This is an optimization exercise on Yosys and OpenROAD, whose aim is small area and a short achievable clock period, not a production implementation.
Only simulation tests tie the RTL to the original design; equivalence was not proved.
Power and IR drop assume default switching activity.

// Q1S
module Q1S(a, b, clk, res);
  input clk;
  input [31:0] a;
  input [31:0] b;
  output [63:0] res;
  reg r1_0;
  reg r1_1;
  reg r1_2;
  reg r1_3;
  reg r1_4;
  reg r1_5;
  reg r1_6;
  reg r1_7;
  reg r1_8;
  reg r1_9;
  reg r1_10;
  reg r1_11;
  reg r1_12;
  reg r1_13;
  reg r1_14;
  reg r1_15;
  reg r1_16;
  reg r1_17;
  reg r1_18;
  reg r1_19;
  reg r1_20;
  reg r1_21;
  reg r1_22;
  reg r1_23;
  reg r1_24;
  reg r1_25;
  reg r1_26;
  reg r1_27;
  reg r1_28;
  reg r1_29;
  reg r1_30;
  reg r1_31;
  wire g1;
  wire p2;
  wire g3;
  wire p4;
  wire g5;
  wire p6;
  wire g7;
  wire p8;
  wire g9;
  wire p10;
  wire g11;
  wire p12;
  wire g13;
  wire p14;
  wire g15;
  wire p16;
  wire g17;
  wire p18;
  wire g19;
  wire p20;
  wire g21;
  wire p22;
  wire g23;
  wire p24;
  wire g25;
  wire p26;
  wire g27;
  wire p28;
  wire g29;
  wire p30;
  wire g31;
  wire p32;
  wire g33;
  wire p34;
  wire g35;
  wire p36;
  wire g37;
  wire p38;
  wire g39;
  wire p40;
  wire g41;
  wire p42;
  wire g43;
  wire p44;
  wire g45;
  wire p46;
  wire g47;
  wire p48;
  wire g49;
  wire p50;
  wire g51;
  wire p52;
  wire g53;
  wire p54;
  wire g55;
  wire p56;
  wire g57;
  wire p58;
  wire g59;
  wire p60;
  wire g61;
  wire p62;
  wire G63;
  wire P64;
  wire G65;
  wire P66;
  wire G67;
  wire P68;
  wire G69;
  wire P70;
  wire G71;
  wire P72;
  wire G73;
  wire P74;
  wire G75;
  wire P76;
  wire G77;
  wire P78;
  wire G79;
  wire P80;
  wire G81;
  wire P82;
  wire G83;
  wire P84;
  wire G85;
  wire P86;
  wire G87;
  wire P88;
  wire G89;
  wire P90;
  wire G91;
  wire P92;
  wire G93;
  wire P94;
  wire G95;
  wire P96;
  wire G97;
  wire P98;
  wire G99;
  wire P100;
  wire G101;
  wire P102;
  wire G103;
  wire P104;
  wire G105;
  wire P106;
  wire G107;
  wire P108;
  wire G109;
  wire P110;
  wire G111;
  wire P112;
  wire G113;
  wire P114;
  wire G115;
  wire P116;
  wire G117;
  wire P118;
  wire G119;
  wire P120;
  wire G121;
  wire P122;
  wire G123;
  wire P124;
  wire G125;
  wire P126;
  wire G127;
  wire P128;
  wire G129;
  wire P130;
  wire G131;
  wire P132;
  wire G133;
  wire P134;
  wire G135;
  wire P136;
  wire G137;
  wire P138;
  wire G139;
  wire P140;
  wire G141;
  wire P142;
  wire G143;
  wire P144;
  wire G145;
  wire P146;
  wire G147;
  wire P148;
  ...
clock: 7.5 ns
lec_check: 0
cap_margin: 20
core_margin: 2
core_utilization: 55
cts_cluster_diameter: 100
cts_cluster_size: 20
setup_slack_margin: 4.8
slew_margin: 20
standard.sh (not shown) runs the stock make flow with config.mk's settings and CLKGATE_MAP_FILE= SYNTH_SCRIPT=/design/flow/synth_recipe.tcl, a recipe that flattens the netlist after the stock synthesis.
==> flow/flow/run.sh <==
#!/bin/bash
# The standard layout with two changes:
# - one extra step between synthesis and floorplan: flow/polarity.py picks the
#   polarity of each full-adder cell so that fewer inverters are needed
#   (FA(~a,~b,~c) = ~FA(a,b,c); xor2 and xnor2 swap to absorb input or output
#   inversions); registers are untouched.
# - the port buffers that placement inserts on every input and output are
#   buf_1 cells (timing repair still resizes them where needed).
set -euo pipefail
cd "$(dirname "$0")/.."
R="$PWD/orfs/results/${FLOW_PLATFORM:-sky130hd}/Q1S/base"
export BUFFER_PORTS_ARGS="-buffer_cell sky130_fd_sc_hd__buf_1"
bash standard.sh "$R/1_2_yosys.v" > synth.log 2>&1
cp "$R/1_2_yosys.v" synth_netlist_before_polarity.v
python3 flow/polarity.py "$R/1_2_yosys.v" > polarity.log 2>&1
bash standard.sh > layout.log 2>&1
Other scripts of this flow, unchanged in this note and not shown: flow/flow/polarity.py
Edit:
SETUP_SLACK_MARGIN = 4.9   (was 4.8)
=>
- global-route usage is about the same
- count of clock-buffer cells in the layout rose by 1
- routed wire length stays flat
- sequential power decreases by about 0.7%
Edit:
CORE_UTILIZATION = 62   (was 55)
=> Die area fell by 11%. Register-to-register slack got worse by 0.02 ns. Via count came out higher by 1.2%. Synthesized area is unchanged. Worst setup slack is worse by 0.025 ns. Cell area goes down by 0.75%. Wire length fell by 2.0%. Fmax drops by 0.93%. Count of clock-buffer cells in the layout drops by 1. Worst hold slack improves by 0.0047 ns.
Edit:
==> flow/flow/run.sh (replaced) <==
#!/bin/bash
# The standard layout, with one extra step between synthesis and floorplan:
# flow/polarity.py picks the polarity of each full-adder cell so that fewer
# inverters are needed (FA(~a,~b,~c) = ~FA(a,b,c); xor2 and xnor2 swap to absorb
# input or output inversions); registers are untouched.
set -euo pipefail
cd "$(dirname "$0")/.."
R="$PWD/orfs/results/${FLOW_PLATFORM:-sky130hd}/Q1S/base"
bash standard.sh "$R/1_2_yosys.v" > synth.log 2>&1
cp "$R/1_2_yosys.v" synth_netlist_before_polarity.v
python3 flow/polarity.py "$R/1_2_yosys.v" > polarity.log 2>&1
bash standard.sh > layout.log 2>&1
CORE_UTILIZATION = 55   (was 62)
=> Worst setup slack gets worse by 0.0048 ns; core utilization shrinks by 6.2 points; clock skew hardly moves; hold slack gets worse by 0.021 ns; count of clock-buffer cells in the layout grows by 1; global-route usage shrinks by 2.8 points; sequential share of layout area shrinks by 0.55 points; via count shrinks by 1.4%; die area grows by about 13%; cell count grows by about 2.5%; routed wire length grows by 2.6%.
Edit:
==> flow/flow/run.sh (replaced) <==
#!/bin/bash
# The standard layout with two changes:
# - one extra step between synthesis and floorplan: flow/polarity.py picks the
#   polarity of each full-adder cell so that fewer inverters are needed
#   (FA(~a,~b,~c) = ~FA(a,b,c); xor2 and xnor2 swap to absorb input or output
#   inversions); registers are untouched.
# - the port buffers that placement inserts on every input and output are
#   buf_1 cells (timing repair still resizes them where needed).
set -euo pipefail
cd "$(dirname "$0")/.."
R="$PWD/orfs/results/${FLOW_PLATFORM:-sky130hd}/Q1S/base"
export BUFFER_PORTS_ARGS="-buffer_cell sky130_fd_sc_hd__buf_1"
bash standard.sh "$R/1_2_yosys.v" > synth.log 2>&1
cp "$R/1_2_yosys.v" synth_netlist_before_polarity.v
python3 flow/polarity.py "$R/1_2_yosys.v" > polarity.log 2>&1
bash standard.sh > layout.log 2>&1
SETUP_SLACK_MARGIN = 5.0   (was 4.9)
The new run passed the timing, design-rule and antenna checks.
Via count climbs by 0.63%.
Wire length came out higher by 0.53%.
Area after synthesis does not change.
Clock power hardly moves.
Die area does not change.

what the ideal ports hide:
No port has a modelled driver above. Below, the same layouts with a new extraction and two added sets of constraints. Step 1, drivers: a clkbuf_16 drives clk and a buf_2 each remaining input, both assumed. Step 2 adds t to the input delays and takes it off the output delays; t is the mean of the earliest and latest rising clock arrival at the registers after step 1. Input paths then give back, and output paths get back, about the clock's delay inside the block. a / b / c = no drivers / after step 1 / after step 2; a / b = the first two.
run | t, ns | slack for setup (ns) | hold WS [ns] | latest minus earliest clock arrival (ns) | slew at the worst register clock pin (ns)
the first run | 0.648 | 4.736 / 4.736 / 4.736 | 0.329 / 0.329 / 0.329 | 0.020 / 0.020 | 0.10 / 0.10
the second run | 0.649 | 4.871 / 4.871 / 4.871 | 0.325 / 0.325 / 0.325 | 0.027 / 0.027 | 0.09 / 0.09
the third run | 0.660 | 4.847 / 4.842 / 4.847 | 0.329 / 0.329 / 0.329 | 0.024 / 0.024 | 0.10 / 0.10
the fourth run | 0.649 | 4.842 / 4.842 / 4.842 | 0.308 / 0.308 / 0.308 | 0.028 / 0.028 | 0.09 / 0.09
the fifth run | 0.645 | 4.830 / 4.830 / 4.830 | 0.322 / 0.322 / 0.322 | 0.027 / 0.027 | 0.09 / 0.09
After both steps every run listed still meets setup and hold.
